This is an optimization exercise on Yosys and OpenROAD, whose aim is small area, a short achievable clock period and few clock cycles per item, not a production implementation.
For this run, only the layout was checked, not whether the RTL still works.
No activity file was given, so power comes from the tool's default toggle rates.

==> design/flow/design.v <==
module Processor(
	input					CLOCK_50,
	input					rst,
	output	[3:0]			imem_addr,
	input	[31:0]			imem_data,
	output	reg				retire,
	output	[3:0]			flags_out,
	output	reg	[31:0]		result_out
);
reg  [31:0]  rf [0:14];		 
reg  [14:0]  rf_v;			 
reg  [31:0]  dm [0:15];		 
reg  [15:0]  dm_v;			 
reg          fN, fZ, fC, fV;
assign flags_out = {fN, fZ, fC, fV};
reg          ir_v;			 
reg  [3:0]   ir_pc;			 
reg  [3:0]   ir_cond;
reg  [3:0]   ir_rd;			 
reg  [3:0]   ir_off;		 
reg          k_dp;			 
reg          k_mul;			 
reg          k_ld, k_st, k_br;
reg          k_wr;			 
reg          k_fl;			 
reg          k_arith;		 
reg          k_acv;			 
reg          k_inva, k_invb;	 
reg          k_cinc;		 
reg          k_cin1;		 
reg  [3:0]   k_tt;			 
reg          k_lsl, k_asr, k_ror;	 
reg          k_immc;		 
reg          imm_cv;
reg  [31:0]  opn, opm, opd;	 
reg  [7:0]   ops;			 
reg          fwn, fwm, fws, fwd;	 
reg          mbusy;			 
reg  [30:0]  mplier;		 
reg          msc;			 
reg  [3:0]   pc_r;			 
reg pass;
always @(*) begin
	case (ir_cond)
	4'h0: pass = fZ;
	4'h1: pass = !fZ;
	4'h2: pass = fC;
	4'h3: pass = !fC;
	4'h4: pass = fN;
	4'h5: pass = !fN;
	4'h6: pass = fV;
	4'h7: pass = !fV;
	4'h8: pass = fC && !fZ;
	4'h9: pass = !fC || fZ;
	4'ha: pass = fC == fV;
	4'hb: pass = fC != fV;
	4'hc: pass = (fC == fV) && !fZ;
	4'hd: pass = (fC != fV) || fZ;
	default: pass = 1'b1;
	endcase
end
wire [3:0]  pc_inc = ir_pc + 4'd1;
wire [31:0] vn = fwn ? result_out : opn;
wire [31:0] vm = fwm ? result_out : opm;
wire [7:0]  vs = fws ? result_out[7:0] : ops;
wire [31:0] vd = fwd ? result_out : opd;
wire [4:0]  n5  = vs[4:0];
wire        big = |vs[7:5];					 
wire        nz  = |vs;						 
wire [31:0] r0 = k_lsl ? {vm[0], vm[31:1]} : vm;
wire [4:0]  rs = n5 ^ {5{k_lsl}};
wire [31:0] r1 = rs[0] ? {r0[0],     r0[31:1]}  : r0;
wire [31:0] r2 = rs[1] ? {r1[1:0],   r1[31:2]}  : r1;
wire [31:0] r3 = rs[2] ? {r2[3:0],   r2[31:4]}  : r2;
wire [31:0] r4 = rs[3] ? {r3[7:0],   r3[31:8]}  : r3;
wire [31:0] rot = rs[4] ? {r4[15:0], r4[31:16]} : r4;
reg  [31:0] therm;
integer k;
always @(*) for (k = 0; k < 32; k = k + 1) therm[k] = (n5 > k);
reg  [31:0] sh;
reg         shc;
wire        fill = k_asr & vm[31];
always @(*) begin
	for (k = 0; k < 32; k = k + 1) begin
		if (k_ror) sh[k] = rot[k];
		else if (big || (k_lsl ? therm[k] : therm[31 - k])) sh[k] = fill;
		else sh[k] = rot[k];
	end
	if (!nz) shc = fC;
	else if (k_lsl) shc = big ? (vs == 8'd32 ? vm[0] : 1'b0) : rot[0];
	else if (k_asr) shc = big ? vm[31] : rot[31];
	else if (k_ror) shc = rot[31];
	else shc = big ? (vs == 8'd32 ? vm[31] : 1'b0) : rot[31];
end
wire        sc = k_immc ? imm_cv : shc;
wire        mterm = mbusy ? mplier[0] : vn[0];		 
wire        selr  = k_mul ? mbusy : fwn;			 
wire        seln  = !k_mul && !fwn;					 
wire [31:0] src1  = ({32{selr}} & result_out) | ({32{seln}} & opn);
wire        en_b  = !(k_mul && !mterm);
wire [31:0] ax = src1 ^ {32{k_inva}};
wire [31:0] ay = (sh & {32{en_b}}) ^ {32{k_invb}};
wire        cin = k_cinc ? fC : k_cin1;
wire [31:0] p0 = ax ^ ay;
wire [31:0] g0 = {ax[31:1] & ay[31:1], (ax[0] & ay[0]) | (p0[0] & cin)};
wire [31:0] g1, p1, g2, p2, g3, p3, g4, p4, g5, p5;
genvar gi;
generate
	for (gi = 0; gi < 32; gi = gi + 1) begin : pfx
		if (gi >= 1)  begin assign g1[gi] = g0[gi] | (p0[gi] & g0[gi-1]);  assign p1[gi] = p0[gi] & ((gi == 1) ? 1'b0 : p0[gi-1]); end
		else          begin assign g1[gi] = g0[gi];                         assign p1[gi] = 1'b0; end
		if (gi >= 2)  begin assign g2[gi] = g1[gi] | (p1[gi] & g1[gi-2]);  assign p2[gi] = p1[gi] & p1[gi-2];  end
		else          begin assign g2[gi] = g1[gi];                         assign p2[gi] = 1'b0; end
		if (gi >= 4)  begin assign g3[gi] = g2[gi] | (p2[gi] & g2[gi-4]);  assign p3[gi] = p2[gi] & p2[gi-4];  end
		else          begin assign g3[gi] = g2[gi];                         assign p3[gi] = 1'b0; end
		if (gi >= 8)  begin assign g4[gi] = g3[gi] | (p3[gi] & g3[gi-8]);  assign p4[gi] = p3[gi] & p3[gi-8];  end
		else          begin assign g4[gi] = g3[gi];                         assign p4[gi] = 1'b0; end
		if (gi >= 16) begin assign g5[gi] = g4[gi] | (p4[gi] & g4[gi-16]); assign p5[gi] = p4[gi] & p4[gi-16]; end
		else          begin assign g5[gi] = g4[gi];                         assign p5[gi] = 1'b0; end
	end
endgenerate
wire [31:0] carries = {g5[30:0], cin};
wire [31:0] sum  = p0 ^ carries;
wire        cout = g5[31];
reg  [31:0] logic_r;
always @(*) for (k = 0; k < 32; k = k + 1) logic_r[k] = k_tt[{src1[k], sh[k]}];
wire [31:0] res = k_arith ? sum : logic_r;
wire newN = res[31];
wire newZ = (res == 32'b0);
wire newC = k_acv ? cout : (mbusy ? msc : sc);
wire newV = k_acv ? ((ax[31] == ay[31]) && (sum[31] != ax[31])) : fV;
wire mul_last = mbusy ? ((mplier[30:1] == 30'b0) || (sh == 32'b0))
                      : ((vn[31:1] == 31'b0) || (sh == 32'b0));
wire mul_more = ir_v && k_mul && pass && !mul_last;	 
wire done     = ir_v && !mul_more;					 
wire [3:0]  maddr = src1[3:0] + sh[3:0];
reg  [31:0] mdata;
always @(*) begin
	mdata = 32'b0;
	for (k = 0; k < 16; k = k + 1)
		if (maddr == k && dm_v[k]) mdata = mdata | dm[k];
end
wire [31:0] wdata = k_ld ? mdata : res;
wire wr_rd   = pass && k_wr;
wire wr_reg  = done && wr_rd && ir_rd != 4'd15;		 
wire wr_pc   = done && wr_rd && ir_rd == 4'd15;		 
wire wr_mem  = done && pass && k_st;
wire wr_flag = done && pass && k_fl;
wire [3:0]  br_tgt = ir_pc + ir_off;
wire [3:0]  npc_fast = (k_br && pass) ? br_tgt : pc_inc;
assign imem_addr = rst ? 4'd0 : (ir_v ? npc_fast : pc_r);
wire [31:0] f   = imem_data;
wire [3:0]  f_n = f[19:16];
wire [3:0]  f_d = f[15:12];
wire [3:0]  f_s = f[11:8];
wire [3:0]  f_m = f[3:0];
wire [3:0]  f_pc_inc = imem_addr + 4'd1;
wire        f_dp  = f[27:26] == 2'b00;
wire        f_ls  = f[27:26] == 2'b01;
wire        f_br  = f[27:26] == 2'b10;
wire        f_I   = f[25];
wire [3:0]  f_cmd = f[24:21];
wire        f_mul = f_dp && f[25:21] == 5'b00000 && f[7:4] == 4'b1001;
wire        f_ramt = f_dp && !f_I && f[4];		 
wire        f_immop = (f_dp && f_I) || (f_ls && !f_I);
wire [14:0] rv = rst ? 15'b0 : rf_v;
reg  [31:0] rn_f, rm_f, rd_f;
reg  [7:0]  rs_f;
always @(*) begin
	rn_f = (f_n == 4'd15) ? {28'b0, f_pc_inc} : 32'b0;
	rm_f = (f_m == 4'd15) ? {28'b0, f_pc_inc} : 32'b0;
	rd_f = (f_d == 4'd15) ? {28'b0, f_pc_inc} : 32'b0;
	rs_f = (f_s == 4'd15) ? {4'b0, f_pc_inc} : 8'b0;
	for (k = 0; k < 15; k = k + 1) begin
		if (f_n == k && rv[k]) rn_f = rn_f | rf[k];
		if (f_m == k && rv[k]) rm_f = rm_f | rf[k];
		if (f_d == k && rv[k]) rd_f = rd_f | rf[k];
		if (f_s == k && rv[k]) rs_f = rs_f | rf[k][7:0];
	end
end
wire [63:0] imm_dbl = {24'b0, f[7:0], 24'b0, f[7:0]} >> {f[11:8], 1'b0};
wire [31:0] imm_rot = imm_dbl[31:0];
reg [3:0] f_tt;
always @(*) begin
	case (f_cmd)
	4'h0, 4'h8: f_tt = 4'b1000;		 
	4'h1, 4'h9: f_tt = 4'b0110;		 
	4'hc:       f_tt = 4'b1110;		 
	4'hd:       f_tt = 4'b1010;		 
	4'he:       f_tt = 4'b0100;		 
	default:    f_tt = 4'b0101;		 
	endcase
end
wire f_arith = f_mul || (f_dp && (f_cmd[3:1] == 3'b001 || f_cmd[3:1] == 3'b010 || f_cmd[3:1] == 3'b011 || f_cmd[3:1] == 3'b101));
wire fwd_ok = !rst && wr_reg;	 
always @(posedge CLOCK_50) begin
	if (rst || !mul_more) begin
		ir_v    <= rst || !wr_pc;
		ir_pc   <= imem_addr;
		ir_cond <= f[31:28];
		ir_rd   <= f_d;
		ir_off  <= f[3:0];
		k_dp    <= f_dp;
		k_mul   <= f_mul;
		k_ld    <= f_ls && f[20];
		k_st    <= f_ls && !f[20];
		k_br    <= f_br;
		k_wr    <= f_mul || (f_dp && f_cmd[3:2] != 2'b10) || (f_ls && f[20]);
		k_fl    <= f_dp && f[20];
		k_arith <= f_arith;
		k_acv   <= f_arith && !f_mul;
		k_inva  <= !f_mul && (f_cmd == 4'h3 || f_cmd == 4'h7);
		k_invb  <= !f_mul && (f_cmd == 4'h2 || f_cmd == 4'h6 || f_cmd == 4'ha);
		k_cinc  <= !f_mul && (f_cmd == 4'h5 || f_cmd == 4'h6 || f_cmd == 4'h7);
		k_cin1  <= !f_mul && (f_cmd == 4'h2 || f_cmd == 4'h3 || f_cmd == 4'ha);
		k_tt    <= f_tt;
		k_lsl   <= !f_immop && f[6:5] == 2'b00;
		k_asr   <= !f_immop && f[6:5] == 2'b10;
		k_ror   <= !f_immop && f[6:5] == 2'b11;
		k_immc  <= f_dp && f_I && f[11:8] != 4'd0;
		imm_cv  <= imm_rot[31];
		opn     <= rn_f;
		opm     <= (f_dp && f_I) ? imm_rot : ((f_ls && !f_I) ? {20'b0, f[11:0]} : rm_f);
		ops     <= f_ramt ? rs_f : (f_immop ? 8'd0 : {3'b0, f[11:7]});
		opd     <= rd_f;
		fwn     <= fwd_ok && f_n == ir_rd;
		fwm     <= fwd_ok && !f_immop && f_m == ir_rd;
		fws     <= fwd_ok && f_ramt && f_s == ir_rd;
		fwd     <= fwd_ok && f_d == ir_rd;
	end
	else if (mul_more) begin
		opm <= vm;
		fwm <= 1'b0;
		ops <= vs + 8'd1;
		fws <= 1'b0;
	end
end
always @(posedge CLOCK_50) begin
	if (rst) begin
		retire <= 1'b0;
		mbusy  <= 1'b0;
		fN <= 1'b0; fZ <= 1'b0; fC <= 1'b0; fV <= 1'b0;
		rf_v   <= 15'b0;
		dm_v   <= 16'b0;
	end
	else begin
		retire <= done;
		mbusy  <= mul_more;
		if (wr_flag) begin fN <= newN; fZ <= newZ; fC <= newC; fV <= newV; end
		if (wr_reg) rf_v[ir_rd] <= 1'b1;
		if (wr_mem) dm_v[maddr] <= 1'b1;
	end
end
always @(posedge CLOCK_50) begin
	if (!rst && wr_reg) rf[ir_rd] <= wdata;
	if (!rst && wr_mem) dm[maddr] <= vd;
	if (wr_pc) pc_r <= wdata[3:0];
end
always @(posedge CLOCK_50) begin
	if (done) begin
		if (k_br) result_out <= {28'b0, npc_fast};
		else if (wr_rd) result_out <= (ir_rd == 4'd15) ? {28'b0, wdata[3:0]} : wdata;
		else result_out <= vd;
	end
	else if (mul_more) begin
		result_out <= sum;			 
	end
end
always @(posedge CLOCK_50) begin
	if (mul_more) begin
		mplier <= mbusy ? {1'b0, mplier[30:1]} : vn[31:1];
		if (!mbusy) msc <= shc;
	end
end
endmodule
==> design/flow/run.sh <==
#!/bin/bash
# synth_recipe.tcl (not shown) runs the flow's synth.tcl, then flattens the netlist and writes it again
# the make line also repeats each setting of config.mk as NAME=value (left out here)
make -C /OpenROAD-flow-scripts/flow DESIGN_CONFIG=/design/flow/config.mk WORK_HOME=/design/flow/orfs CLKGATE_MAP_FILE= SYNTH_SCRIPT=/design/flow/synth_recipe.tcl finish
==> design/flow/config.mk <==
export PLATFORM = sky130hd
export DESIGN_NAME = Processor
export DESIGN_NICKNAME = Processor
export VERILOG_FILES = /design/flow/design.v
export SDC_FILE = /design/flow/constraint.sdc
export NUM_CORES = 4
export LEC_CHECK = 0
export CAP_MARGIN = 20
export CORE_MARGIN = 2
export CORE_UTILIZATION = 40
export SETUP_SLACK_MARGIN = 4
export SLEW_MARGIN = 20
==> design/flow/constraint.sdc <==
create_clock -name core_clock -period 11.0 [get_ports {CLOCK_50}]
set_input_delay 2.2000 -clock core_clock [delete_from_list [all_inputs] [get_ports {CLOCK_50}]]
set_output_delay 2.2000 -clock core_clock [all_outputs]
set_load 0.01 [all_outputs]
==> run notes <==
* I/O pins at 75
* Wire per inst at 40.55 µm
* Clock skew at 47.07 ps
* Internal power at 8.657 mW
* Critical path class: reg -> reg
* Post-DR vias/cell at 7.478
* Post-DP HPWL at 199200 µm
* Drt first pass iters at 13
* Hold buffer count at cts at 0
* Die H at 412.7 µm
* Gr usage total at 36.46%
* Yosys warning count at 1
* Tightest Pin Transition at 1326 ps
* Reg-to-Reg Start: result_out[27]$_DFFE_PP_
* Initial Util at 40.40%
* H-tree depth at 4
* WHS at 470.7 ps
* Final ANT Viol Nets at 0
* Number of global-route vias before repair at 53.98k
* Synth top area share at 54.20%
* Synth cell types at 101
* Worst-Skew Late Latency at 830 ps
* CTS root buf: clkbuf_16
* Logic pwr share at 20.7%
* Mean Syn Cell Area at 12.12 µm²
* Most common cell in the netlist: edfxtp_1
* Main flop type after synthesis: edfxtp_1
* Yosys top cell by area: edfxtp_1
* Power Total at 12.47 mW
* FFs w/ async S/R, synth at 0%
* CTS tree: done
* Fin. max-slew vios at 0
* DR iter-0 viols at 13.89k
* Synth top cells by count: edfxtp_1 (1206), a22oi_1 (554), clkbuf_1 (323)
* Total Nets Final at 5740
* Pleak at 25.25 nW
* Worst Path Required at 11620 ps
* Unrepaired setup endpoints after global routing: true
* Final Cycle Share at 65.31%
* Worst Hold End: dm_v[3]$_SDFFE_PP0P_
* Slew headroom at 10.65%
* Max Fclk at 139.2 MHz
* Synth-to-layout area growth at 16.20%
* Clk buf depth at 3
* Largest net degree at the start of global routing at 89
* Startpoint Class: flip-flop
* Cts bufs inserted at 135
* Top cells by area, synth: edfxtp_1 (54%), a22oi_1 (6.2%), mux2i_1 (3.4%)
* Total core area at 165400 µm²
* Grt total ovfl at 0
* R2r setup slk at 3820 ps
* Post-synth EDFFs at 1206
* # DRC at 0
* Hold Crit Depth at 2
* # clock sinks at 1243
* Peak supply drop at 0.0001837 V
* Final worst path period need at 7184 ps
* Die width at 412.7 µm
* First-pass GRT wire length at 436100 µm
* Flop pwr share at 43.3%
* Min-delay src: dm_v[3]$_SDFFE_PP0P_
* # rows at 149
* Worst setup EP type: flip-flop
* Crit path DAT at 7800 ps
* Final Hold Viols at 0
* Via count at 59.47k
* Clk pin slew, worst setup/hold paths at 60 ps
* Worst Reg-to-Reg Cells at 22
* Layout cells sized above 1 at 18.22%
* Outcome: finished clean
* Setup violations, final at 0
* IO buf count at 74
* NetSw at 3.815 mW
* Crit-path max FO at 8
* Die area at 170300 µm²
* Max-cap viol count at 0
* Mapped cell area at 66810 µm²
* Clock power share at 36.1%
* Sequential area share after synthesis at 55.31%
* PD cells at 160.6 nW/µm²
* Post-Synthesis Cells at 5511
* Final setup TNS at 0 ps
* Antenna violations before repair at 25
* Reg-to-reg endpoint: rf[11][28]$_DFFE_PP_
* RePlAce Congestion at 1.012
* HP Class: reg -> reg
* Final WL at 322500 µm
* Synthesis-stage register bit count at 1243
* Sw frac at 30.59%
## layer usage
layer / global-route usage, % / up-vias / wire length, µm
met5: 0.3109 / - / 188
met4: 21.51 / 20 / 25020
li1: - / 22930 / -
met2: 51.05 / 6014 / 130300
met1: 47.48 / 29020 / 114200
met3: 14.33 / 1493 / 52760
## cell type report
type | count | area (µm²)
Fill cell | 14550 | 87720
Sequential cell | 1243 | 36960
Multi-Input combinational cell | 3805 | 29700
Timing Repair Buffer | 405 | 3696
Clock buffer | 164 | 3560
Tap cell | 2189 | 2739
Clock inverter | 72 | 681.9
Inverter | 57 | 252.7
Antenna cell | 17 | 42.54
Timing Repair inverter | 1 | 8.758
## state kept, by name, summed over array words and instances (netlist names), 4 cells and up
name,count
dm,512
dm_v,16
ir_cond,4
ir_off,4
ir_pc,4
ir_rd,4
k_tt,4
mplier,31
opd,32
opm,32
opn,32
ops,8
pc_r,4
result_out,32
rf,480
rf_v,15
## cell families (layout without fill, tap and decap cells)
group,after synthesis,count (layout),synth area share (%)
DFF,1243,1243,55.31
buffers and inverters,513,699,3.187
adders and majority gates,59,59,1.135
xor gates and xnor gates,140,142,1.897
AOI/OAI and AO/OA,1752,1754,19.56
other,1,59,0.005613
muxes,435,435,8.451
and+or+nand+nor,1368,1373,10.45
## power by group through the flow
stage          clock network (mW)  registers [mW]  logic [mW]
2_1_floorplan                   0            5.47        1.30
3_3_place_gp                    0            5.50        2.18
6_report                     4.50            5.40        2.58
3_5_place_dp                    0            5.50        2.18
5_1_grt                      4.68            5.39        2.63
4_1_cts                      4.51            5.39        2.35
## critical path: stages, from the launching register on
cell	delay, ps
edfxtp_1	730
mux2i_2	520
mux2i_1	290
mux4_2	590
mux4_2	510
nor3b_1	160
a211oi_2	320
nor2_1	90
xor2_1	150
ha_1	350
a21o_1	210
a21o_1	210
a21oi_2	190
and3_2	250
a21o_1	210
buf_4	130
a21oi_1	80
o31a_1	300
o31a_1	300
or4b_2	630
nand3_2	140
a21o_4	250
o32a_4	330
## placed cells by master, fill, tap and decap left out, drive strengths merged, types with 53 or more instances in the layout
| cell | synthesis | layout |
|---|---|---|
| a221oi | 161 | 161 |
| nand2 | 317 | 317 |
| nor3 | 108 | 108 |
| inv | 54 | 62 |
| mux4 | 91 | 91 |
| nand4 | 137 | 137 |
| ha | 55 | 55 |
| nor2 | 241 | 245 |
| edfxtp | 1206 | 1206 |
| and3 | 134 | 134 |
| mux2 | 113 | 113 |
| clkinv | 3 | 53 |
| nand3 | 183 | 184 |
| mux2i | 231 | 231 |
| a22o | 138 | 138 |
| xnor2 | 104 | 106 |
| a21oi | 184 | 184 |
| a222oi | 101 | 101 |
| buf | 131 | 326 |
| clkbuf | 325 | 169 |
| clkdlybuf4s50 | 0 | 73 |
| o21ai | 188 | 188 |
| a22oi | 554 | 554 |
## stage by stage
step                      util, %  area (µm²)  setup WS, ps  instances
after floorplan                 -       66980          3953       5552
after global placement      42.82       70810          1817       7572
after detailed placement    42.83       70830          1854       7572
after CTS                   46.34       76630          3925       7884
after global routing        46.93       77600          3753       7938
final                       46.95       77640          3816       7953
## how the worst max path moves through the flow
stage	start	endpoint	slack, ps	cells after the start
2_1_floorplan	result_out[4]$_DFFE_PP_	dm[5][0]$_DFFE_PP_	3950	19
3_3_place_gp	fws$_SDFFCE_PP0P_	result_out[1]$_DFFE_PP_	1820	19
3_5_place_dp	fws$_SDFFCE_PP0P_	result_out[1]$_DFFE_PP_	1850	19
4_1_cts	fws$_SDFFCE_PP0P_	rf[12][6]$_DFFE_PP_	3930	19
5_1_grt	fws$_SDFFCE_PP0P_	fZ$_SDFFE_PP0P_	3750	30
6_report	result_out[27]$_DFFE_PP_	rf[11][28]$_DFFE_PP_	3820	22
## timing repair
action                      CTS  global route
setup endpoints to repair  1564           654
hold endpoints to repair      0             0
buffers inserted             65            46
pin swaps                    33            25
cloned                       11             6
gates resized for setup     181            89

## static timing again, ports no longer ideal
No port has a modelled driver above. Below, the same layout with a new extraction and two added sets of constraints. Step 1 (the two cells are an assumption about what drives the block):
set clk [get_ports {CLOCK_50}]
set_driving_cell -lib_cell sky130_fd_sc_hd__clkbuf_16 $clk
set_driving_cell -lib_cell sky130_fd_sc_hd__buf_2 [delete_from_list [all_inputs] $clk]
Step 2 times the ports against the registers' clock, not the clock port: input delays grow and output delays shrink by t, the midpoint of the rising clock arrivals with the driver on. Three values: no drivers, after step 1, after step 2; two values: the first two.
t, ns: 0.883
slack for setup (ns): 3.816 / 3.816 / 3.816
worst hold slack (ns): 0.471 / 0.471 / 0.471
After both steps setup and hold are still met in this run. The setup slack of this run moves by 0.000 ns with the drivers and by 0.000 ns with both steps.
